Context: an optimization exercise on an open-source flow, tuned for small area. The choices shown serve that exercise and are no tape-out recipe. In this exercise RTL edits were held to simulation tests only and were not proved equivalent to the original. No activity file was given, so power comes from the tool's default toggle rates.

## flow/remap3.script

```
strash
&get -n
&dch -f
&nf -R 1000 -p
&put
```

## flow/rename_ffs.py

```python
#!/usr/bin/env python3
"""rename_ffs.py STD.v RAW.v OUT.v: give each flip-flop instance of RAW.v the
instance name of the standard netlist's flip-flop that drives the same Q net,
and rename RAW.v's other auto-named (_N_) instances and nets apart from the
standard netlist's. Fails unless both have the same flip-flops (count, Q nets
and cell types)."""
import re, sys
std, raw, out = sys.argv[1:4]
pat = re.compile(r'^\s*(sky130_fd_sc_hd__df\w+)\s+(\S+)\s*\((.*?)\);', re.S | re.M)
def ffs(txt):
    d = {}
    for m in pat.finditer(txt):
        q = re.search(r'\.Q\(\s*(.*?)\s*\)', m.group(3), re.S).group(1).strip()
        d[q] = (m.group(1), m.group(2))
    return d
s_txt, r_txt = open(std).read(), open(raw).read()
s_ff, r_ff = ffs(s_txt), ffs(r_txt)
if set(s_ff) != set(r_ff):
    sys.exit('flip-flop Q nets differ: %s' % sorted(set(s_ff) ^ set(r_ff)))
for q in s_ff:
    if s_ff[q][0] != r_ff[q][0]:
        sys.exit('cell type differs for %s: %s vs %s' % (q, s_ff[q][0], r_ff[q][0]))
# auto-named objects _N_ -> _rN_ so no internal name is shared with STD.v
r_txt = re.sub(r'(?<![\w$\\])_(\d+)_(?![\w$])', r'_r\1_', r_txt)
def ren(m):
    q = re.search(r'\.Q\(\s*(.*?)\s*\)', m.group(3), re.S).group(1).strip()
    q = re.sub(r'(?<![\w$\\])_(\d+)_(?![\w$])', r'_r\1_', q)
    return m.group(0)
# rename the flip-flop instances
def ren2(m):
    body = m.group(3)
    q = re.search(r'\.Q\(\s*(.*?)\s*\)', body, re.S).group(1).strip()
    key = re.sub(r'_r(\d+)_', r'_\1_', q)
    name = s_ff[key][1]
    return '%s %s (%s);' % (m.group(1), name + (' ' if name.startswith('\\') else ''), body)
r_txt = pat.sub(lambda m: '  ' + ren2(m), r_txt)
open(out, 'w').write(r_txt)
```

## flow/remap4.script

```
strash
dch -f
amap
strash
dch -f
amap
```

## flow/remap2.script

```
strash
dch -f
amap
```

## flow/resynth.tcl

```tcl
# Area synthesis of the design's RTL (design.v): Yosys's generic synthesis
# without its fsm and share passes, flattened, flip-flops mapped with
# dfflibmap, combinational logic mapped by ABC with an area script.
# rename_ffs.py then gives each flip-flop the name of the standard
# synthesis's flip-flop on the same net.
yosys -import
set lib $::env(REMAP_LIB)
set out $::env(REMAP_OUT)
set dont_use {-dont_use sky130_fd_sc_hd__probe_p_8 -dont_use sky130_fd_sc_hd__probec_p_8 -dont_use *lpflow*}
read_verilog -sv $::env(REMAP_DESIGN)
hierarchy -check -top $::env(FLOW_TOP)
synth -top $::env(FLOW_TOP) -flatten -nofsm -noshare -noabc
opt -purge
dfflibmap -liberty $lib {*}$dont_use
opt
setundef -zero
abc -script $::env(REMAP_ABC) -liberty $lib {*}$dont_use
opt_clean -purge
hilomap -hicell sky130_fd_sc_hd__conb_1 HI -locell sky130_fd_sc_hd__conb_1 LO

splitnets
opt_clean -purge
tee -o $out/remap_stat.txt stat -liberty $lib
write_verilog -noattr -nohex -nodec $out/1_2_yosys.raw.v
```

## design.v

```verilog
module combA (
   input  wire [9:0] pixel_x,
   input  wire [9:0] pixel_y,
   output wire [1:0] sel_o,
   output wire [6:0] info_o
);
  wire new_n30, new_n31, new_n32, new_n33, new_n34, new_n35, new_n36,
    new_n37, new_n38, new_n39, new_n40, new_n41, new_n42, new_n43, new_n44,
    new_n45, new_n46, new_n47, new_n48, new_n49, new_n50, new_n53, new_n54,
    new_n55, new_n56, new_n57, new_n58, new_n59, new_n60, new_n61, new_n62,
    new_n63, new_n64, new_n65, new_n66, new_n67, new_n68, new_n69, new_n70,
    new_n72, new_n73, new_n74, new_n75, new_n76, new_n79, new_n80, new_n81,
    new_n82, new_n83, new_n84, new_n86, new_n87, new_n88, new_n89, new_n90,
    new_n91, new_n92, new_n93, new_n94, new_n95, new_n96, new_n97, new_n98,
    new_n99, new_n100, new_n101, new_n102, new_n103, new_n104, new_n105,
    new_n106, new_n107, new_n108, new_n109, new_n110, new_n111, new_n112,
    new_n113, new_n114, new_n115, new_n116, new_n117, new_n118, new_n119,
    new_n120, new_n121, new_n122, new_n123, new_n124, new_n125, new_n126,
    new_n127, new_n128, new_n129, new_n130, new_n131, new_n132, new_n133,
    new_n134, new_n135, new_n136, new_n137, new_n138, new_n139, new_n140,
    new_n141, new_n142, new_n143, new_n144, new_n145, new_n146, new_n147,
    new_n148, new_n149, new_n150, new_n151, new_n152, new_n153, new_n154,
    new_n155, new_n156, new_n157, new_n158, new_n159, new_n160, new_n161,
    new_n162, new_n163, new_n164, new_n165, new_n166, new_n167, new_n168,
    new_n169, new_n170, new_n171, new_n172, new_n173, new_n174, new_n175,
    new_n176, new_n177, new_n178, new_n179, new_n180, new_n181, new_n182,
    new_n183, new_n184, new_n185, new_n186, new_n187, new_n188, new_n189,
    new_n190, new_n191, new_n192, new_n193, new_n194, new_n195, new_n196,
    new_n197, new_n198, new_n199, new_n200, new_n201, new_n202, new_n203,
    new_n204, new_n205, new_n206, new_n207, new_n208, new_n209, new_n210,
    new_n211, new_n212, new_n213, new_n214, new_n215, new_n216, new_n217,
    new_n218, new_n219, new_n220, new_n221, new_n222, new_n223, new_n224,
    new_n225, new_n226, new_n227, new_n228, new_n229, new_n230, new_n231,
    new_n232, new_n233, new_n234, new_n235, new_n236, new_n237, new_n238,
    new_n239, new_n240, new_n241, new_n242, new_n243, new_n244, new_n245,
    new_n246, new_n247, new_n248, new_n249, new_n250, new_n251, new_n252,
    new_n253, new_n254, new_n255, new_n256, new_n257, new_n258, new_n259,
    new_n260, new_n261, new_n262, new_n263, new_n264, new_n265, new_n266,
    new_n267, new_n268, new_n269, new_n270, new_n271, new_n272, new_n273,
    new_n274, new_n275, new_n276, new_n277, new_n278, new_n279, new_n280,
    new_n281, new_n282, new_n283, new_n284, new_n285, new_n286, new_n287,
    new_n288, new_n289, new_n290, new_n291, new_n292, new_n293, new_n294,
    new_n295, new_n296, new_n297, new_n298, new_n299, new_n300, new_n301,
    new_n302, new_n303, new_n304, new_n305, new_n306, new_n307, new_n308,
    new_n310, new_n312, new_n313;
  assign new_n30 = pixel_x[5]  & pixel_x[6] ;
  assign new_n31 = ~pixel_x[9]  & ~pixel_y[9] ;
  assign new_n32 = ~pixel_y[8]  & new_n31;
  assign new_n33 = ~pixel_x[8]  & ~pixel_y[5] ;
  assign new_n34 = ~pixel_y[6]  & ~pixel_y[7] ;
  assign new_n35 = new_n33 & new_n34;
  assign new_n36 = new_n32 & new_n35;
  assign new_n37 = pixel_x[1]  & pixel_x[2] ;
  assign new_n38 = pixel_x[3]  & new_n37;
  assign new_n39 = pixel_y[3]  & pixel_y[4] ;
  assign new_n40 = ~pixel_y[2]  & ~pixel_y[3] ;
  assign new_n41 = ~pixel_y[4]  & new_n40;
  assign new_n42 = ~new_n39 & ~new_n41;
  assign new_n43 = ~new_n38 & new_n42;
  assign new_n44 = new_n36 & new_n43;
  assign new_n45 = pixel_x[4]  & new_n44;
  assign new_n46 = ~pixel_x[4]  & ~pixel_x[7] ;
  assign new_n47 = new_n44 & new_n46;
  assign new_n48 = ~new_n45 & ~new_n47;
  assign new_n49 = new_n30 & ~new_n48;
  assign new_n50 = ~pixel_x[7]  & new_n45;
  assign sel_o[0]  = new_n49 & ~new_n50;
  assign sel_o[1]  = new_n30 & new_n45;
  assign new_n53 = pixel_x[6]  & pixel_x[7] ;
  assign new_n54 = pixel_x[8]  & ~new_n53;
  assign new_n55 = ~pixel_x[8]  & new_n53;
  assign new_n56 = ~new_n54 & ~new_n55;
  assign new_n57 = ~pixel_x[6]  & pixel_x[7] ;
  assign new_n58 = pixel_x[5]  & new_n57;
  assign new_n59 = new_n56 & ~new_n58;
  assign new_n60 = pixel_y[6]  & pixel_y[7] ;
  assign new_n61 = new_n32 & new_n60;
  assign new_n62 = ~new_n59 & new_n61;
  assign new_n63 = pixel_x[2]  & new_n62;
  assign new_n64 = ~pixel_y[7]  & pixel_y[8] ;
  assign new_n65 = new_n31 & new_n64;
  assign new_n66 = ~new_n56 & new_n65;
  assign new_n67 = pixel_x[3]  & new_n66;
  assign new_n68 = pixel_x[1]  & new_n36;
  assign new_n69 = ~new_n67 & ~new_n68;
  assign new_n70 = ~new_n63 & new_n69;
  assign info_o[0]  = new_n49 & ~new_n70;
  assign new_n72 = pixel_x[3]  & new_n62;
  assign new_n73 = pixel_x[4]  & new_n66;
  assign new_n74 = pixel_x[2]  & new_n36;
  assign new_n75 = ~new_n73 & ~new_n74;
  assign new_n76 = ~new_n72 & new_n75;
  assign info_o[1]  = new_n49 & ~new_n76;
  assign info_o[2]  = pixel_x[3]  & new_n49;
  assign new_n79 = ~new_n62 & ~new_n66;
  assign new_n80 = pixel_y[1]  & new_n79;
  assign new_n81 = pixel_y[2]  & new_n62;
  assign new_n82 = pixel_y[3]  & new_n66;
  assign new_n83 = ~new_n81 & ~new_n82;
  assign new_n84 = ~new_n80 & new_n83;
  assign info_o[3]  = new_n49 & ~new_n84;
  assign new_n86 = pixel_y[3]  & new_n62;
  assign new_n87 = pixel_y[4]  & new_n66;
  assign new_n88 = pixel_y[2]  & new_n36;
  assign new_n89 = ~new_n87 & ~new_n88;
  assign new_n90 = ~new_n86 & new_n89;
  assign new_n91 = new_n49 & ~new_n90;
  assign new_n92 = ~pixel_x[4]  & new_n58;
  assign new_n93 = ~new_n61 & new_n92;
  assign new_n94 = ~pixel_y[8]  & ~new_n93;
  assign new_n95 = ~pixel_x[8]  & ~new_n94;
  assign new_n96 = pixel_y[4]  & ~pixel_y[6] ;
  assign new_n97 = ~pixel_y[5]  & ~new_n96;
  assign new_n98 = ~new_n66 & ~new_n97;
  assign new_n99 = pixel_y[6]  & new_n66;
  assign new_n100 = ~new_n98 & ~new_n99;
  assign new_n101 = pixel_y[5]  & ~new_n62;
  assign new_n102 = pixel_y[4]  & new_n62;
  assign new_n103 = pixel_y[3]  & new_n36;
  assign new_n104 = ~new_n102 & ~new_n103;
  assign new_n105 = ~new_n101 & new_n104;
  assign new_n106 = new_n100 & new_n105;
  assign new_n107 = new_n84 & new_n106;
  assign new_n108 = new_n90 & ~new_n105;
  assign new_n109 = ~new_n84 & new_n106;
  assign new_n110 = ~new_n108 & ~new_n109;
  assign new_n111 = new_n95 & ~new_n110;
  assign new_n112 = new_n84 & new_n108;
  assign new_n113 = pixel_x[8]  & new_n30;
  assign new_n114 = ~new_n90 & new_n105;
  assign new_n115 = new_n113 & ~new_n114;
  assign new_n116 = ~new_n112 & new_n115;
  assign new_n117 = ~new_n111 & ~new_n116;
  assign new_n118 = ~pixel_x[8]  & new_n61;
  assign new_n119 = ~new_n66 & ~new_n118;
  assign new_n120 = new_n57 & ~new_n119;
  assign new_n121 = ~new_n90 & ~new_n100;
  assign new_n122 = new_n84 & new_n121;
  assign new_n123 = ~new_n109 & ~new_n122;
  assign new_n124 = new_n120 & ~new_n123;
  assign new_n125 = ~new_n84 & ~new_n90;
  assign new_n126 = ~new_n100 & new_n125;
  assign new_n127 = new_n100 & ~new_n125;
  assign new_n128 = pixel_x[8]  & new_n58;
  assign new_n129 = new_n61 & new_n128;
  assign new_n130 = pixel_x[4]  & pixel_x[5] ;
  assign new_n131 = ~pixel_x[6]  & new_n130;
  assign new_n132 = new_n59 & new_n131;
  assign new_n133 = ~new_n129 & ~new_n132;
  assign new_n134 = ~new_n105 & ~new_n133;
  assign new_n135 = ~new_n93 & ~new_n134;
  assign new_n136 = ~new_n127 & ~new_n135;
  assign new_n137 = ~new_n126 & new_n136;
  assign new_n138 = ~new_n124 & ~new_n137;
  assign new_n139 = new_n117 & new_n138;
  assign new_n140 = pixel_x[6]  & new_n66;
  assign new_n141 = ~new_n110 & new_n140;
  assign new_n142 = ~pixel_x[5]  & ~pixel_x[6] ;
  assign new_n143 = new_n47 & new_n142;
  assign new_n144 = new_n30 & new_n118;
  assign new_n145 = ~new_n143 & ~new_n144;
  assign new_n146 = ~new_n105 & ~new_n145;
  assign new_n147 = ~new_n84 & new_n90;
  assign new_n148 = new_n146 & new_n147;
  assign new_n149 = ~new_n100 & ~new_n133;
  assign new_n150 = ~pixel_x[8]  & pixel_y[8] ;
  assign new_n151 = ~new_n149 & ~new_n150;
  assign new_n152 = ~new_n148 & new_n151;
  assign new_n153 = ~new_n141 & new_n152;
  assign new_n154 = new_n139 & new_n153;
  assign new_n155 = ~new_n84 & new_n154;
  assign new_n156 = ~new_n107 & ~new_n155;
  assign new_n157 = new_n95 & ~new_n156;
  assign new_n158 = ~pixel_x[5]  & pixel_x[6] ;
  assign new_n159 = new_n61 & new_n158;
  assign new_n160 = ~pixel_x[6]  & new_n66;
  assign new_n161 = ~new_n159 & ~new_n160;
  assign new_n162 = ~pixel_x[7]  & ~new_n161;
  assign new_n163 = ~new_n143 & ~new_n162;
  assign new_n164 = new_n105 & ~new_n163;
  assign new_n165 = ~new_n84 & new_n164;
  assign new_n166 = new_n84 & ~new_n90;
  assign new_n167 = ~new_n50 & ~new_n61;
  assign new_n168 = new_n142 & ~new_n167;
  assign new_n169 = ~new_n30 & ~new_n142;
  assign new_n170 = new_n47 & new_n169;
  assign new_n171 = ~new_n168 & ~new_n170;
  assign new_n172 = ~pixel_x[5]  & ~new_n171;
  assign new_n173 = ~new_n166 & new_n172;
  assign new_n174 = ~new_n108 & ~new_n171;
  assign new_n175 = ~new_n162 & ~new_n174;
  assign new_n176 = ~new_n106 & ~new_n175;
  assign new_n177 = ~new_n173 & new_n176;
  assign new_n178 = ~new_n165 & ~new_n177;
  assign new_n179 = ~new_n126 & ~new_n178;
  assign new_n180 = ~new_n90 & ~new_n105;
  assign new_n181 = ~new_n45 & new_n180;
  assign new_n182 = new_n172 & new_n181;
  assign new_n183 = ~pixel_y[5]  & ~new_n180;
  assign new_n184 = new_n144 & ~new_n183;
  assign new_n185 = pixel_x[8]  & new_n140;
  assign new_n186 = new_n90 & new_n100;
  assign new_n187 = ~new_n121 & ~new_n186;
  assign new_n188 = new_n84 & new_n143;
  assign new_n189 = ~new_n187 & new_n188;
  assign new_n190 = ~new_n185 & ~new_n189;
  assign new_n191 = ~new_n184 & new_n190;
  assign new_n192 = ~new_n182 & new_n191;
  assign new_n193 = ~new_n179 & new_n192;
  assign new_n194 = ~new_n164 & new_n171;
  assign new_n195 = ~new_n187 & ~new_n194;
  assign new_n196 = new_n45 & new_n58;
  assign new_n197 = pixel_x[7]  & new_n158;
  assign new_n198 = new_n61 & new_n197;
  assign new_n199 = ~new_n196 & ~new_n198;
  assign new_n200 = new_n180 & ~new_n199;
  assign new_n201 = ~new_n195 & ~new_n200;
  assign new_n202 = ~new_n84 & ~new_n201;
  assign new_n203 = ~new_n90 & new_n95;
  assign new_n204 = ~new_n164 & ~new_n203;
  assign new_n205 = new_n127 & ~new_n204;
  assign new_n206 = ~new_n202 & ~new_n205;
  assign new_n207 = new_n126 & ~new_n199;
  assign new_n208 = new_n134 & new_n166;
  assign new_n209 = ~new_n207 & ~new_n208;
  assign new_n210 = ~new_n185 & new_n199;
  assign new_n211 = new_n108 & ~new_n210;
  assign new_n212 = ~new_n182 & ~new_n211;
  assign new_n213 = ~new_n84 & ~new_n212;
  assign new_n214 = new_n209 & ~new_n213;
  assign new_n215 = new_n206 & new_n214;
  assign new_n216 = ~new_n70 & ~new_n215;
  assign new_n217 = new_n70 & ~new_n126;
  assign new_n218 = ~new_n154 & ~new_n217;
  assign new_n219 = ~new_n120 & ~new_n174;
  assign new_n220 = ~new_n114 & ~new_n219;
  assign new_n221 = pixel_x[3]  & new_n79;
  assign new_n222 = pixel_x[4]  & new_n62;
  assign new_n223 = pixel_x[5]  & new_n66;
  assign new_n224 = ~new_n222 & ~new_n223;
  assign new_n225 = ~new_n221 & new_n224;
  assign new_n226 = ~new_n84 & new_n100;
  assign new_n227 = new_n199 & ~new_n226;
  assign new_n228 = new_n100 & ~new_n144;
  assign new_n229 = new_n133 & new_n228;
  assign new_n230 = ~new_n125 & ~new_n229;
  assign new_n231 = ~new_n227 & new_n230;
  assign new_n232 = new_n76 & ~new_n231;
  assign new_n233 = new_n225 & new_n232;
  assign new_n234 = ~new_n220 & new_n233;
  assign new_n235 = ~new_n218 & new_n234;
  assign new_n236 = ~new_n216 & new_n235;
  assign new_n237 = new_n193 & new_n236;
  assign new_n238 = ~new_n120 & ~new_n143;
  assign new_n239 = new_n90 & ~new_n100;
  assign new_n240 = ~new_n238 & new_n239;
  assign new_n241 = new_n209 & ~new_n240;
  assign new_n242 = new_n139 & new_n241;
  assign new_n243 = new_n193 & new_n242;
  assign new_n244 = new_n146 & new_n166;
  assign new_n245 = new_n120 & new_n126;
  assign new_n246 = ~new_n244 & ~new_n245;
  assign new_n247 = ~new_n213 & new_n246;
  assign new_n248 = ~new_n147 & new_n187;
  assign new_n249 = pixel_x[6]  & ~new_n46;
  assign new_n250 = ~new_n130 & new_n249;
  assign new_n251 = new_n44 & new_n250;
  assign new_n252 = ~new_n248 & new_n251;
  assign new_n253 = ~new_n184 & ~new_n252;
  assign new_n254 = ~new_n126 & ~new_n253;
  assign new_n255 = ~new_n84 & ~new_n133;
  assign new_n256 = ~new_n125 & ~new_n185;
  assign new_n257 = ~new_n255 & new_n256;
  assign new_n258 = ~new_n120 & new_n125;
  assign new_n259 = ~new_n105 & ~new_n258;
  assign new_n260 = ~new_n257 & new_n259;
  assign new_n261 = new_n44 & new_n197;
  assign new_n262 = new_n113 & new_n121;
  assign new_n263 = ~new_n261 & ~new_n262;
  assign new_n264 = ~new_n260 & new_n263;
  assign new_n265 = ~new_n254 & new_n264;
  assign new_n266 = new_n247 & new_n265;
  assign new_n267 = new_n70 & ~new_n266;
  assign new_n268 = new_n243 & new_n267;
  assign new_n269 = new_n70 & new_n247;
  assign new_n270 = ~new_n243 & ~new_n269;
  assign new_n271 = ~new_n84 & ~new_n238;
  assign new_n272 = new_n210 & ~new_n271;
  assign new_n273 = new_n180 & ~new_n272;
  assign new_n274 = ~new_n225 & ~new_n273;
  assign new_n275 = new_n232 & new_n274;
  assign new_n276 = ~new_n270 & new_n275;
  assign new_n277 = ~new_n268 & new_n276;
  assign new_n278 = ~new_n126 & ~new_n269;
  assign new_n279 = ~new_n154 & ~new_n278;
  assign new_n280 = ~new_n266 & ~new_n269;
  assign new_n281 = new_n107 & new_n261;
  assign new_n282 = ~new_n76 & new_n225;
  assign new_n283 = ~new_n281 & new_n282;
  assign new_n284 = new_n209 & new_n283;
  assign new_n285 = ~new_n280 & new_n284;
  assign new_n286 = ~new_n279 & new_n285;
  assign new_n287 = ~new_n277 & ~new_n286;
  assign new_n288 = new_n107 & new_n120;
  assign new_n289 = new_n126 & new_n261;
  assign new_n290 = new_n61 & new_n84;
  assign new_n291 = new_n262 & new_n290;
  assign new_n292 = ~new_n289 & ~new_n291;
  assign new_n293 = ~new_n288 & new_n292;
  assign new_n294 = new_n206 & new_n293;
  assign new_n295 = ~new_n287 & new_n294;
  assign new_n296 = ~new_n237 & ~new_n295;
  assign new_n297 = ~new_n157 & ~new_n296;
  assign new_n298 = new_n120 & ~new_n147;
  assign new_n299 = ~new_n166 & new_n298;
  assign new_n300 = new_n243 & ~new_n299;
  assign new_n301 = new_n70 & ~new_n300;
  assign new_n302 = ~new_n76 & ~new_n225;
  assign new_n303 = ~new_n301 & new_n302;
  assign new_n304 = new_n105 & new_n186;
  assign new_n305 = ~new_n100 & ~new_n105;
  assign new_n306 = ~new_n304 & ~new_n305;
  assign new_n307 = ~new_n303 & new_n306;
  assign new_n308 = ~new_n297 & new_n307;
  assign info_o[4]  = new_n91 | new_n308;
  assign new_n310 = pixel_y[3]  & new_n49;
  assign info_o[5]  = ~new_n79 | new_n310;
  assign new_n312 = new_n49 & new_n100;
  assign new_n313 = ~new_n36 & ~new_n62;
  assign info_o[6]  = ~new_n312 & ~new_n313;
endmodule
module combB (
   input  wire [1:0] a_sel,
   input  wire [6:0] a_info,
   input  wire [3:0] dig0,
   input  wire [3:0] dig1,
   input  wire [1:0] ball_num,
   output wire [1:0] b_area,
   output wire b_dot
);
  wire new_n23, new_n26, new_n27, new_n28, new_n29, new_n30, new_n31,
    new_n32, new_n33, new_n34, new_n35, new_n36, new_n37, new_n38, new_n39,
    new_n40, new_n41, new_n42, new_n43, new_n44, new_n45, new_n46, new_n47,
    new_n48, new_n49, new_n50, new_n51, new_n52, new_n53, new_n54, new_n55,
    new_n56, new_n57, new_n58, new_n59, new_n60, new_n61, new_n62, new_n63,
    new_n64, new_n65, new_n66, new_n67, new_n68, new_n69, new_n70, new_n71,
    new_n72, new_n73, new_n74, new_n75, new_n76, new_n77, new_n78, new_n79,
    new_n80, new_n81, new_n82, new_n83, new_n84, new_n85, new_n86, new_n87,
    new_n88, new_n89, new_n90, new_n91, new_n92, new_n93, new_n94, new_n95,
    new_n96, new_n97, new_n98, new_n99, new_n100, new_n101, new_n102,
    new_n103, new_n104, new_n105, new_n106, new_n107, new_n108, new_n109,
    new_n110, new_n111, new_n112, new_n113, new_n114, new_n115, new_n116,
    new_n117, new_n118, new_n119, new_n120, new_n121, new_n122, new_n123,
    new_n124, new_n125, new_n126, new_n127, new_n128, new_n129, new_n130,
    new_n131, new_n132, new_n133, new_n134, new_n135, new_n136, new_n137,
    new_n138, new_n139, new_n140, new_n141, new_n142, new_n143, new_n144,
    new_n145, new_n146, new_n147, new_n148, new_n149, new_n150, new_n151,
    new_n152, new_n153, new_n154, new_n155, new_n156, new_n157, new_n158,
    new_n159, new_n160, new_n161, new_n162, new_n163, new_n164, new_n165,
    new_n166, new_n167, new_n168, new_n169, new_n170, new_n171, new_n172,
    new_n173, new_n174, new_n175, new_n176, new_n177, new_n178, new_n179,
    new_n180, new_n181, new_n182, new_n183, new_n184, new_n185, new_n186,
    new_n187, new_n188, new_n189, new_n190, new_n191, new_n192, new_n193,
    new_n194, new_n195, new_n196, new_n197, new_n198, new_n199, new_n200,
    new_n201, new_n202, new_n203, new_n204, new_n205, new_n206, new_n207,
    new_n208, new_n209, new_n210, new_n211, new_n212, new_n213, new_n214,
    new_n215, new_n216, new_n217, new_n218, new_n219, new_n220, new_n221,
    new_n222, new_n223, new_n224, new_n225, new_n226, new_n227, new_n228,
    new_n229, new_n230, new_n231, new_n232, new_n233, new_n234, new_n235,
    new_n236, new_n237, new_n238, new_n239, new_n240;
  assign new_n23 = ~a_sel[0]  & ~a_sel[1] ;
  assign b_area[0]  = a_info[5]  & new_n23;
  assign b_area[1]  = a_info[6]  | ~new_n23;
  assign new_n26 = ~a_sel[1]  & dig1[0] ;
  assign new_n27 = a_sel[0]  & ~ball_num[0] ;
  assign new_n28 = ~a_sel[0]  & ~dig0[0] ;
  assign new_n29 = a_sel[1]  & ~new_n28;
  assign new_n30 = ~new_n27 & new_n29;
  assign new_n31 = ~new_n26 & ~new_n30;
  assign new_n32 = ~a_sel[1]  & dig1[2] ;
  assign new_n33 = ~a_sel[0]  & dig0[2] ;
  assign new_n34 = ~new_n32 & ~new_n33;
  assign new_n35 = ~a_sel[1]  & dig1[1] ;
  assign new_n36 = a_sel[0]  & ~ball_num[1] ;
  assign new_n37 = ~a_sel[0]  & ~dig0[1] ;
  assign new_n38 = a_sel[1]  & ~new_n37;
  assign new_n39 = ~new_n36 & new_n38;
  assign new_n40 = ~new_n35 & ~new_n39;
  assign new_n41 = ~new_n31 & ~new_n40;
  assign new_n42 = a_info[3]  & a_info[4] ;
  assign new_n43 = a_info[5]  & new_n42;
  assign new_n44 = ~a_info[6]  & ~new_n43;
  assign new_n45 = new_n41 & ~new_n44;
  assign new_n46 = ~new_n34 & ~new_n45;
  assign new_n47 = new_n31 & new_n40;
  assign new_n48 = a_info[5]  & ~a_info[6] ;
  assign new_n49 = a_info[4]  & new_n48;
  assign new_n50 = new_n41 & new_n49;
  assign new_n51 = ~new_n47 & ~new_n50;
  assign new_n52 = ~new_n34 & ~new_n51;
  assign new_n53 = a_info[6]  & new_n42;
  assign new_n54 = new_n41 & new_n53;
  assign new_n55 = ~a_info[4]  & new_n48;
  assign new_n56 = ~a_info[3]  & ~new_n55;
  assign new_n57 = ~a_info[6]  & new_n56;
  assign new_n58 = ~new_n53 & ~new_n57;
  assign new_n59 = ~new_n47 & ~new_n58;
  assign new_n60 = ~new_n54 & new_n59;
  assign new_n61 = ~new_n52 & ~new_n60;
  assign new_n62 = new_n46 & new_n61;
  assign new_n63 = a_info[0]  & a_info[3] ;
  assign new_n64 = ~new_n55 & ~new_n63;
  assign new_n65 = ~a_info[5]  & ~a_info[6] ;
  assign new_n66 = a_info[3]  & ~new_n65;
  assign new_n67 = ~a_info[4]  & new_n66;
  assign new_n68 = a_info[0]  & new_n67;
  assign new_n69 = ~new_n64 & ~new_n68;
  assign new_n70 = new_n52 & ~new_n69;
  assign new_n71 = ~new_n62 & ~new_n70;
  assign new_n72 = new_n31 & ~new_n40;
  assign new_n73 = ~new_n56 & ~new_n66;
  assign new_n74 = a_info[4]  & a_info[6] ;
  assign new_n75 = ~new_n73 & ~new_n74;
  assign new_n76 = new_n72 & ~new_n75;
  assign new_n77 = new_n47 & new_n49;
  assign new_n78 = ~new_n76 & ~new_n77;
  assign new_n79 = ~new_n63 & ~new_n78;
  assign new_n80 = a_info[3]  & new_n79;
  assign new_n81 = ~new_n71 & ~new_n80;
  assign new_n82 = ~new_n65 & ~new_n74;
  assign new_n83 = new_n47 & ~new_n82;
  assign new_n84 = ~new_n31 & new_n40;
  assign new_n85 = ~new_n53 & new_n84;
  assign new_n86 = ~new_n83 & ~new_n85;
  assign new_n87 = a_info[3]  & new_n55;
  assign new_n88 = new_n72 & new_n87;
  assign new_n89 = new_n31 & new_n49;
  assign new_n90 = new_n57 & ~new_n89;
  assign new_n91 = ~new_n54 & ~new_n90;
  assign new_n92 = ~new_n88 & new_n91;
  assign new_n93 = new_n86 & new_n92;
  assign new_n94 = new_n81 & new_n93;
  assign new_n95 = new_n31 & ~new_n94;
  assign new_n96 = a_info[5]  & ~new_n40;
  assign new_n97 = ~new_n44 & ~new_n74;
  assign new_n98 = ~new_n96 & ~new_n97;
  assign new_n99 = ~new_n72 & ~new_n98;
  assign new_n100 = ~new_n95 & new_n99;
  assign new_n101 = new_n95 & new_n98;
  assign new_n102 = new_n46 & ~new_n101;
  assign new_n103 = ~new_n100 & new_n102;
  assign new_n104 = ~new_n40 & new_n82;
  assign new_n105 = new_n58 & ~new_n84;
  assign new_n106 = ~new_n86 & ~new_n105;
  assign new_n107 = new_n34 & ~new_n106;
  assign new_n108 = ~new_n104 & new_n107;
  assign new_n109 = new_n73 & new_n84;
  assign new_n110 = a_info[5]  & new_n109;
  assign new_n111 = a_info[6]  & new_n72;
  assign new_n112 = ~new_n110 & ~new_n111;
  assign new_n113 = ~new_n108 & new_n112;
  assign new_n114 = ~new_n103 & new_n113;
  assign new_n115 = new_n41 & ~new_n67;
  assign new_n116 = new_n31 & new_n67;
  assign new_n117 = ~new_n115 & ~new_n116;
  assign new_n118 = ~a_info[0]  & ~new_n65;
  assign new_n119 = ~new_n73 & ~new_n118;
  assign new_n120 = ~new_n117 & new_n119;
  assign new_n121 = ~a_info[3]  & ~a_info[4] ;
  assign new_n122 = a_info[6]  & new_n121;
  assign new_n123 = ~new_n87 & ~new_n122;
  assign new_n124 = new_n84 & ~new_n123;
  assign new_n125 = ~new_n34 & ~new_n124;
  assign new_n126 = new_n40 & new_n122;
  assign new_n127 = new_n125 & ~new_n126;
  assign new_n128 = ~new_n120 & new_n127;
  assign new_n129 = ~new_n79 & new_n128;
  assign new_n130 = new_n40 & ~new_n58;
  assign new_n131 = new_n34 & ~new_n54;
  assign new_n132 = ~new_n130 & new_n131;
  assign new_n133 = ~new_n129 & ~new_n132;
  assign new_n134 = new_n34 & ~new_n40;
  assign new_n135 = ~new_n49 & ~new_n122;
  assign new_n136 = ~new_n42 & ~new_n65;
  assign new_n137 = new_n135 & new_n136;
  assign new_n138 = a_info[0]  & new_n137;
  assign new_n139 = new_n134 & new_n138;
  assign new_n140 = ~new_n133 & ~new_n139;
  assign new_n141 = ~new_n49 & ~new_n76;
  assign new_n142 = new_n140 & ~new_n141;
  assign new_n143 = ~new_n43 & ~new_n122;
  assign new_n144 = new_n31 & ~new_n143;
  assign new_n145 = ~new_n90 & ~new_n144;
  assign new_n146 = ~new_n40 & ~new_n145;
  assign new_n147 = ~new_n53 & ~new_n83;
  assign new_n148 = ~new_n109 & new_n147;
  assign new_n149 = ~new_n146 & new_n148;
  assign new_n150 = ~a_info[0]  & ~new_n149;
  assign new_n151 = new_n42 & ~new_n65;
  assign new_n152 = new_n47 & ~new_n151;
  assign new_n153 = ~new_n58 & ~new_n65;
  assign new_n154 = ~new_n83 & new_n153;
  assign new_n155 = ~new_n152 & ~new_n154;
  assign new_n156 = ~a_info[0]  & ~new_n155;
  assign new_n157 = ~a_info[6]  & ~new_n49;
  assign new_n158 = new_n72 & new_n157;
  assign new_n159 = new_n46 & ~new_n158;
  assign new_n160 = ~new_n156 & new_n159;
  assign new_n161 = new_n150 & ~new_n160;
  assign new_n162 = ~new_n142 & new_n161;
  assign new_n163 = ~a_info[1]  & ~new_n162;
  assign new_n164 = ~new_n114 & new_n163;
  assign new_n165 = ~a_sel[1]  & dig1[3] ;
  assign new_n166 = ~a_sel[0]  & dig0[3] ;
  assign new_n167 = ~new_n165 & ~new_n166;
  assign new_n168 = ~new_n89 & new_n105;
  assign new_n169 = a_info[0]  & ~new_n168;
  assign new_n170 = new_n34 & ~new_n169;
  assign new_n171 = ~new_n150 & new_n170;
  assign new_n172 = a_info[1]  & ~new_n171;
  assign new_n173 = ~new_n81 & new_n172;
  assign new_n174 = new_n167 & ~new_n173;
  assign new_n175 = ~new_n164 & new_n174;
  assign new_n176 = new_n41 & new_n157;
  assign new_n177 = new_n125 & ~new_n176;
  assign new_n178 = ~new_n142 & new_n177;
  assign new_n179 = ~new_n34 & ~new_n75;
  assign new_n180 = new_n34 & new_n44;
  assign new_n181 = ~new_n47 & ~new_n180;
  assign new_n182 = ~new_n179 & new_n181;
  assign new_n183 = ~new_n133 & new_n182;
  assign new_n184 = ~a_info[0]  & new_n133;
  assign new_n185 = ~a_info[1]  & ~new_n134;
  assign new_n186 = ~new_n184 & new_n185;
  assign new_n187 = ~new_n183 & new_n186;
  assign new_n188 = ~new_n178 & new_n187;
  assign new_n189 = a_info[1]  & ~new_n140;
  assign new_n190 = ~new_n167 & ~new_n189;
  assign new_n191 = ~new_n188 & new_n190;
  assign new_n192 = ~a_info[2]  & ~new_n191;
  assign new_n193 = ~new_n175 & new_n192;
  assign new_n194 = new_n82 & new_n84;
  assign new_n195 = new_n72 & ~new_n135;
  assign new_n196 = new_n177 & ~new_n195;
  assign new_n197 = ~new_n53 & ~new_n134;
  assign new_n198 = ~new_n196 & new_n197;
  assign new_n199 = ~new_n31 & new_n74;
  assign new_n200 = ~new_n34 & ~new_n123;
  assign new_n201 = ~new_n57 & ~new_n200;
  assign new_n202 = ~new_n199 & new_n201;
  assign new_n203 = new_n198 & new_n202;
  assign new_n204 = new_n47 & new_n137;
  assign new_n205 = new_n117 & ~new_n204;
  assign new_n206 = new_n196 & new_n205;
  assign new_n207 = ~new_n167 & ~new_n206;
  assign new_n208 = ~new_n203 & new_n207;
  assign new_n209 = ~new_n194 & new_n208;
  assign new_n210 = new_n34 & new_n167;
  assign new_n211 = ~new_n93 & new_n210;
  assign new_n212 = ~a_info[0]  & ~new_n211;
  assign new_n213 = ~new_n209 & new_n212;
  assign new_n214 = a_info[1]  & ~new_n213;
  assign new_n215 = new_n134 & ~new_n137;
  assign new_n216 = new_n208 & ~new_n215;
  assign new_n217 = ~new_n61 & new_n167;
  assign new_n218 = ~a_info[1]  & ~new_n217;
  assign new_n219 = new_n212 & new_n218;
  assign new_n220 = ~new_n216 & new_n219;
  assign new_n221 = ~a_info[0]  & ~a_info[1] ;
  assign new_n222 = ~new_n55 & ~new_n73;
  assign new_n223 = new_n84 & ~new_n222;
  assign new_n224 = new_n160 & ~new_n223;
  assign new_n225 = ~new_n74 & ~new_n157;
  assign new_n226 = new_n72 & new_n225;
  assign new_n227 = new_n107 & ~new_n226;
  assign new_n228 = new_n167 & ~new_n227;
  assign new_n229 = ~new_n224 & new_n228;
  assign new_n230 = new_n47 & ~new_n75;
  assign new_n231 = ~new_n167 & ~new_n230;
  assign new_n232 = ~new_n198 & new_n231;
  assign new_n233 = ~new_n229 & ~new_n232;
  assign new_n234 = ~new_n221 & ~new_n233;
  assign new_n235 = a_info[2]  & ~new_n234;
  assign new_n236 = ~new_n220 & new_n235;
  assign new_n237 = ~new_n214 & new_n236;
  assign new_n238 = ~new_n23 & ~new_n237;
  assign new_n239 = ~new_n193 & new_n238;
  assign new_n240 = ~a_info[4]  & new_n23;
  assign b_dot = ~new_n239 & ~new_n240;
endmodule
module text (
   input  wire        clk,
   input  wire        rst,
   input  wire [9:0]  pixel_x,
   input  wire [9:0]  pixel_y,
   input  wire [3:0]  dig0,
   input  wire [3:0]  dig1,
   input  wire [1:0]  ball_num,
   output wire [2:0]  text_strings_on,
   output reg         text_bit_on,
   output wire [2:0]  text_color
);
   wire [1:0] sel;
   wire [6:0] info;
   combA u_a (.pixel_x(pixel_x), .pixel_y(pixel_y), .sel_o(sel), .info_o(info));
   reg [1:0] a_sel;
   reg [6:0] a_info;
   always @(posedge clk) begin
      a_sel  <= sel;
      a_info <= info;
   end
   wire [1:0] area_b;
   wire       dot_b;
   combB u_b (.a_sel(a_sel), .a_info(a_info), .dig0(dig0), .dig1(dig1), .ball_num(ball_num),
              .b_area(area_b), .b_dot(dot_b));
   reg [1:0] b_area, c_area, d_area, e_area;
   reg       b_dot, c_dot, d_dot;
   always @(posedge clk) begin
      b_area <= area_b;
      b_dot  <= dot_b;
      c_area <= b_area;
      c_dot  <= b_dot;
      d_area <= c_area;
      d_dot  <= c_dot;
      e_area <= d_area;
   end
   always @(posedge clk) begin
      if (rst)
         text_bit_on <= 1'b0;
      else
         text_bit_on <= d_dot;
   end
   assign text_strings_on = {e_area == 2'd3, e_area == 2'd2, e_area == 2'd1};
   assign text_color      = 3'b011;
endmodule
```

## flow/remap1.script

```
strash
dch
amap
```

## flow/eqcheck.sh

```bash
#!/bin/bash
# eqcheck.sh YOSYS LIB gold.v gate.v TOP : equivalence of two netlists, registers matched by name
Y=$1; LIB=$2; T=$5
D=$(mktemp -d)
sed "s/^module $T(/module gold(/; s/^module $T (/module gold (/" $3 > $D/gold.v
sed "s/^module $T(/module gate(/; s/^module $T (/module gate (/" $4 > $D/gate.v
$Y -p "read_liberty -ignore_miss_func $LIB; read_verilog $D/gold.v; read_verilog $D/gate.v; setattr -mod -set keep 1 gold gate; flatten gold gate; proc; opt_clean; async2sync; equiv_make gold gate equiv; hierarchy -top equiv; equiv_simple -seq 2; equiv_induct; equiv_status -assert"
r=$?; rm -rf $D; exit $r
```

## constraint.sdc

```tcl
create_clock -name core_clock -period 10.0 [get_ports {clk}]
set_input_delay 2.0000 -clock core_clock [delete_from_list [all_inputs] [get_ports {clk}]]
set_output_delay 2.0000 -clock core_clock [all_outputs]
set_load 0.01 [all_outputs]
```

## config.mk

```make
export PLATFORM = sky130hd
export DESIGN_NAME = text
export DESIGN_NICKNAME = text
export VERILOG_FILES = /design/flow/design.v
export SDC_FILE = /design/flow/constraint.sdc
export NUM_CORES = 4
export LEC_CHECK = 0
export CAP_MARGIN = 20
export CORE_MARGIN = 2
export CORE_UTILIZATION = 30
export CTS_BUF_LIST = sky130_fd_sc_hd__clkbuf_4
export GPL_TIMING_DRIVEN = 0
export SLEW_MARGIN = 20
export SYNTH_MEMORY_MAX_BITS = 16384
```

## flow/run.sh

```bash
#!/bin/bash
# Own layout flow:
# 2. an area synthesis of the same RTL (Yosys generic synthesis without fsm/share,
#    flattened; ABC area mapping with a few scripts), its flip-flops renamed to the
#    standard netlist's names; the smallest result that Yosys proves equivalent to
#    the standard netlist (flip-flops paired by name) replaces it;
# 3. the standard layout (floorplan .. finish), with buf_1 port buffers.
set -euo pipefail
W=$PWD
F=$W/flow
R=$W/orfs/results/$FLOW_PLATFORM/text/base
YOSYS=${YOSYS_EXE:-$FLOW_HOME/../tools/install/yosys/bin/yosys}
[ -x "$YOSYS" ] || YOSYS=yosys
LIB=$FLOW_HOME/platforms/$FLOW_PLATFORM/lib/sky130_fd_sc_hd__tt_025C_1v80.lib

# 1. standard synthesis
bash standard.sh synth > $W/1_synth.log 2>&1
cp $R/1_2_yosys.v $W/1_2_yosys.std.v

# 2. area synthesis
best=""; best_area=""
for s in $F/remap*.script; do
  n=$(basename $s .script)
  mkdir -p $W/$n
  if REMAP_LIB=$LIB REMAP_OUT=$W/$n REMAP_DESIGN=$FLOW_DESIGN REMAP_ABC=$s FLOW_TOP=$FLOW_TOP \
       $YOSYS -c $F/resynth.tcl > $W/2_$n.log 2>&1 &&
     python3 $F/rename_ffs.py $W/1_2_yosys.std.v $W/$n/1_2_yosys.raw.v $W/$n/1_2_yosys.remap.v >> $W/2_$n.log 2>&1 &&
     bash $F/eqcheck.sh $YOSYS $LIB $W/1_2_yosys.std.v $W/$n/1_2_yosys.remap.v $FLOW_TOP > $W/3_eqcheck_$n.log 2>&1; then
    a=$(awk '/Chip area for (top )?module/ {print $NF}' $W/$n/remap_stat.txt | tail -1)
    echo "$n $a" >> $W/3_remap_areas.log
    if [ -z "$best" ] || awk -v a="$a" -v b="$best_area" 'BEGIN {exit !(a < b)}'; then
      best=$n; best_area=$a
    fi
  else
    echo "$n failed" >> $W/3_remap_areas.log
  fi
done
if [ -n "$best" ]; then
  cp $W/$best/1_2_yosys.remap.v $R/1_2_yosys.v
  rm -f $R/1_synth.odb $R/1_synth.sdc
  echo "using $best ($best_area)" >> $W/3_remap_areas.log
else
  echo "standard netlist kept" >> $W/3_remap_areas.log
fi

# 3. standard layout
bash standard.sh "BUFFER_PORTS_ARGS=-buffer_cell sky130_fd_sc_hd__buf_1" "CTS_ARGS=-sink_clustering_enable -sink_clustering_size 30 -sink_clustering_max_diameter 1000 -buf_list sky130_fd_sc_hd__clkbuf_4 -root_buf sky130_fd_sc_hd__clkbuf_4 -dont_use_dummy_load -repair_clock_nets" finish > $W/4_layout.log 2>&1
```

## standard.sh

```bash
#!/bin/bash
# synth_recipe.tcl (not shown) runs the flow's synth.tcl, then flattens the netlist and writes it again
# the make line also repeats each setting of config.mk as NAME=value (left out here)
make -C /OpenROAD-flow-scripts/flow DESIGN_CONFIG=/design/flow/config.mk WORK_HOME=/design/flow/orfs CLKGATE_MAP_FILE= SYNTH_SCRIPT=/design/flow/synth_recipe.tcl "${@:-finish}"
```

==> impl_summary.log <==
[metrics] first-pass GRT wire length: 11.4 mm
[metrics] # H-tree levels: 1
[metrics] reported max-cap violation count: 0
[metrics] static leakage: 0.744 nW
[metrics] worst reg2reg endpoint: b_dot
[metrics] combined global-route utilization of all metal layers: 18.0%
[metrics] Tightest Hold Check Type: flip-flop to flip-flop
[metrics] final worst clock skew: 10.2 ps
[metrics] number of buffers added by the clock tree synthesis step: 3
[metrics] worst reg2reg startpoint: a_sel[0]
[metrics] worst supply voltage drop on vdd: 0.0497 mV
[metrics] CTS max path bufs: 2
[metrics] gate family responsible for the most delay along the worst path: compound AO/OA/AOI/OAI gates
[metrics] final hold vios: 0
[metrics] start point of the worst min-delay path: b_area[0]
[metrics] crit share post-route: 70.5%
[metrics] Worst Path Buf+Inv: 3
[metrics] antenna violation net count after detailed routing: 0
[metrics] top fanout value on the critical path: 8
[metrics] initial antenna violation count: 0
[metrics] routed len/inst: 14.8 um
[metrics] TritonCTS clock tree: done
[metrics] worst slew pin tran: 1050 ps
[metrics] Die Y-Extent: 87.2 um
[metrics] path length in cells of the critical path: 22
[metrics] Place WS: 2860 ps
[metrics] required arrival time at the worst endpoint: 10130 ps
[metrics] number of remaining DRC errors: 0
[metrics] Port Buf Inserts: 33
[metrics] destination of the worst hold path: c_area[0]
[metrics] boundary pin count: 39
[metrics] Crit. End Element: flip-flop
[metrics] Final Slew Violations: 0
[metrics] count of cells resized by post-cts repair: 0
[metrics] detailed-router iteration count before antenna repair: 5
[metrics] clock period minus worst slack: 7050 ps
[metrics] setup-violating endpoint count in the final report: 0
[metrics] Core ar.: 6760 um^2
[metrics] synthesized netlist cell count: 350
[metrics] relative slew slack: 30.3%
[metrics] via count of the first global-routing pass: 2513
[metrics] area delta synth->final: 12.6%
[metrics] post-synth design cell area: 2080 um^2
[metrics] run status: complete, no violations
[metrics] Final Power: 184 uW
[metrics] # diodes: 0
[metrics] setup slack of the most critical reg-to-reg path: 5870 ps
[metrics] Highest Clock Rate: 0.142 GHz
[metrics] Die X-Extent: 87.2 um
[metrics] Max stage delay cell, worst path: a222oi_1
[metrics] CP dominant cell by count: nor2_1
[metrics] startpoint types: input pin
[metrics] global placer's final weighted congestion: 0.945
[metrics] setup repair after global routing missed its margin: false
[metrics] count of hold buffers inserted by post-cts repair: 0
[metrics] detailed-route vias per instance: 6.04
[metrics] setup fix buffers added after clock tree synthesis: 0
[metrics] Worst-path clk slew: 100 ps
[metrics] clock root cell: clkbuf_4
[metrics] final worst hold slack: 321 ps
[metrics] remaining global-route overflow: 0
[metrics] worst stage delay on the critical path: 950 ps
[metrics] layout cells sized above 1: 1.55%
[metrics] DPL Wire Length: 5.51 mm
[metrics] Arrival @ worst endpoint: 7180 ps
[metrics] Final Worst Setup Slack: 2950 ps
[metrics] initial standard-cell utilization of the core: 30.8%
[metrics] warnings from Yosys: 1
[metrics] count of cells along the worst register-to-register path: 21
[metrics] total via count after detailed routing: 2829
[metrics] count of cells along the worst hold path: 0
[metrics] WS Path Type: input pin to flip-flop
[metrics] pin count of the biggest net entering global routing: 12
[metrics] standard-cell rows: 30
[metrics] insertion delay of the later-clocked pin in the worst-skew pair: 290 ps
[metrics] CP Cell Sequence: buf_1 > clkinv_1 > nor2_1 > nor2_1 > a21oi_1 > and2_0 > nor2_1 > a222oi_1 > clkinv_1 > nand2_1 > o21ai_0 > nand3_1 > nor4b_1 > o21ai_0 > nor4bb_1 > o221ai_1 > o32a_1 > nor4_1 > nor2_1 > o21bai_1 > nand2_1 > o21ai_0
[metrics] Post-Syn Area per Cell: 5.94 um^2
[metrics] net total in the final layout: 422
[metrics] wire length reported by the detailed router: 6.94 mm
[metrics] accumulated negative setup slack: 0 ps
[metrics] die footprint: 7610 um^2
[metrics] post-layout util: 34.6%
[metrics] number of sinks handled by clock tree synthesis: 21
[metrics] power density cells: 78.7 nW/um^2
[metrics] Synthesized Nets: 382
[metrics] drt first-iter violations: 236
per-stage QoR:
stage	instance area [um^2]	std cells
2_1_floorplan	2080	350
5_1_grt	2340	468
3_5_place_dp	2320	465
3_3_place_gp	2300	463
6_report	2340	468
4_1_cts	2340	468
where the power goes:
part / switching [mW] / internal [mW]
clock network: 0.0205 / 0.0140
registers: 0.00153 / 0.0873
logic: 0.0402 / 0.0208
total: 0.0623 / 0.122
per-layer routing:
| metal | wire [um] | vias to the layer above | part of all wire, % | track usage, % |
|---|---|---|---|---|
| li1 | - | 1348 | - | - |
| met5 | 0 | - | 0 | 0 |
| met2 | 3290 | 192 | 47 | 31.4 |
| met4 | 231 | 0 | 3.3 | 6.15 |
| met3 | 626 | 27 | 9.0 | 2.27 |
| met1 | 2790 | 1262 | 40 | 22.8 |
sequential cells by signal (all words and copies together), names as in the netlist:
name / flops
d_dot: 1
a_info: 7
e_area: 2
c_area: 2
d_area: 2
b_area: 2
text_bit_on: 1
c_dot: 1
b_dot: 1
a_sel: 2
cell usage in the layout (no fill, tap or decap), types with 2 or more instances in the layout:
cell type / count
clkinv_1: 57
nor2b_1: 3
o31ai_1: 2
o221ai_1: 3
nor2_1: 87
nand2_1: 21
or2_0: 2
o21a_1: 3
clkbuf_4: 3
a22oi_1: 4
nor3_1: 17
o32a_1: 2
buf_2: 2
o211ai_1: 2
o21ai_0: 28
o2111ai_1: 2
o311ai_0: 2
o32ai_1: 2
a21oi_1: 23
a211oi_1: 4
dfxtp_1: 21
conb_1: 3
a31oi_1: 9
a2111oi_0: 4
buf_1: 33
nor4_1: 5
o22ai_1: 14
a222oi_1: 6
nand3_1: 7
final cells by class:
class / instances / area (um^2)
timing repair buffer: 35 / 134
fill: 757 / 4420
clock buffer: 3 / 22.5
inverter: 57 / 214
sequential: 21 / 420
multi-input combinational: 272 / 1450
tap: 80 / 100
worst max-delay path by stage:
stage | start | end
finish | pixel_x[6] | a_info[4]
detailed placement | pixel_x[6] | a_info[4]
global placement | pixel_x[6] | a_info[4]
floorplan | pixel_x[6] | a_info[4]
global route | pixel_x[6] | a_info[4]
CTS | pixel_x[6] | a_info[4]

what the ideal ports hide:
Ports are ideal in the flow. The routed layout listed here was re-timed in OpenROAD. Step 1, drivers: a clkbuf_16 drives clk and a buf_2 each remaining input, both assumed. Step 2 moves the port delays by t, midway between the first and last clock arrival at a register: inputs arrive t later, outputs are due t later. That takes back most of the time a late clock gives input paths. a / b / c = ideal ports / drivers / drivers and shift; a / b = the first two.
t, ns: 0.301
setup WS [ns]: 2.946 / 2.936 / 2.635
hold WS [ns]: 0.321 / 0.321 / 0.321
worst data-port slew with drivers (ns): 0.03
After both steps setup and hold are still met in this run. The setup slack of this run moves by -0.010 ns with the drivers and by -0.311 ns with both steps.
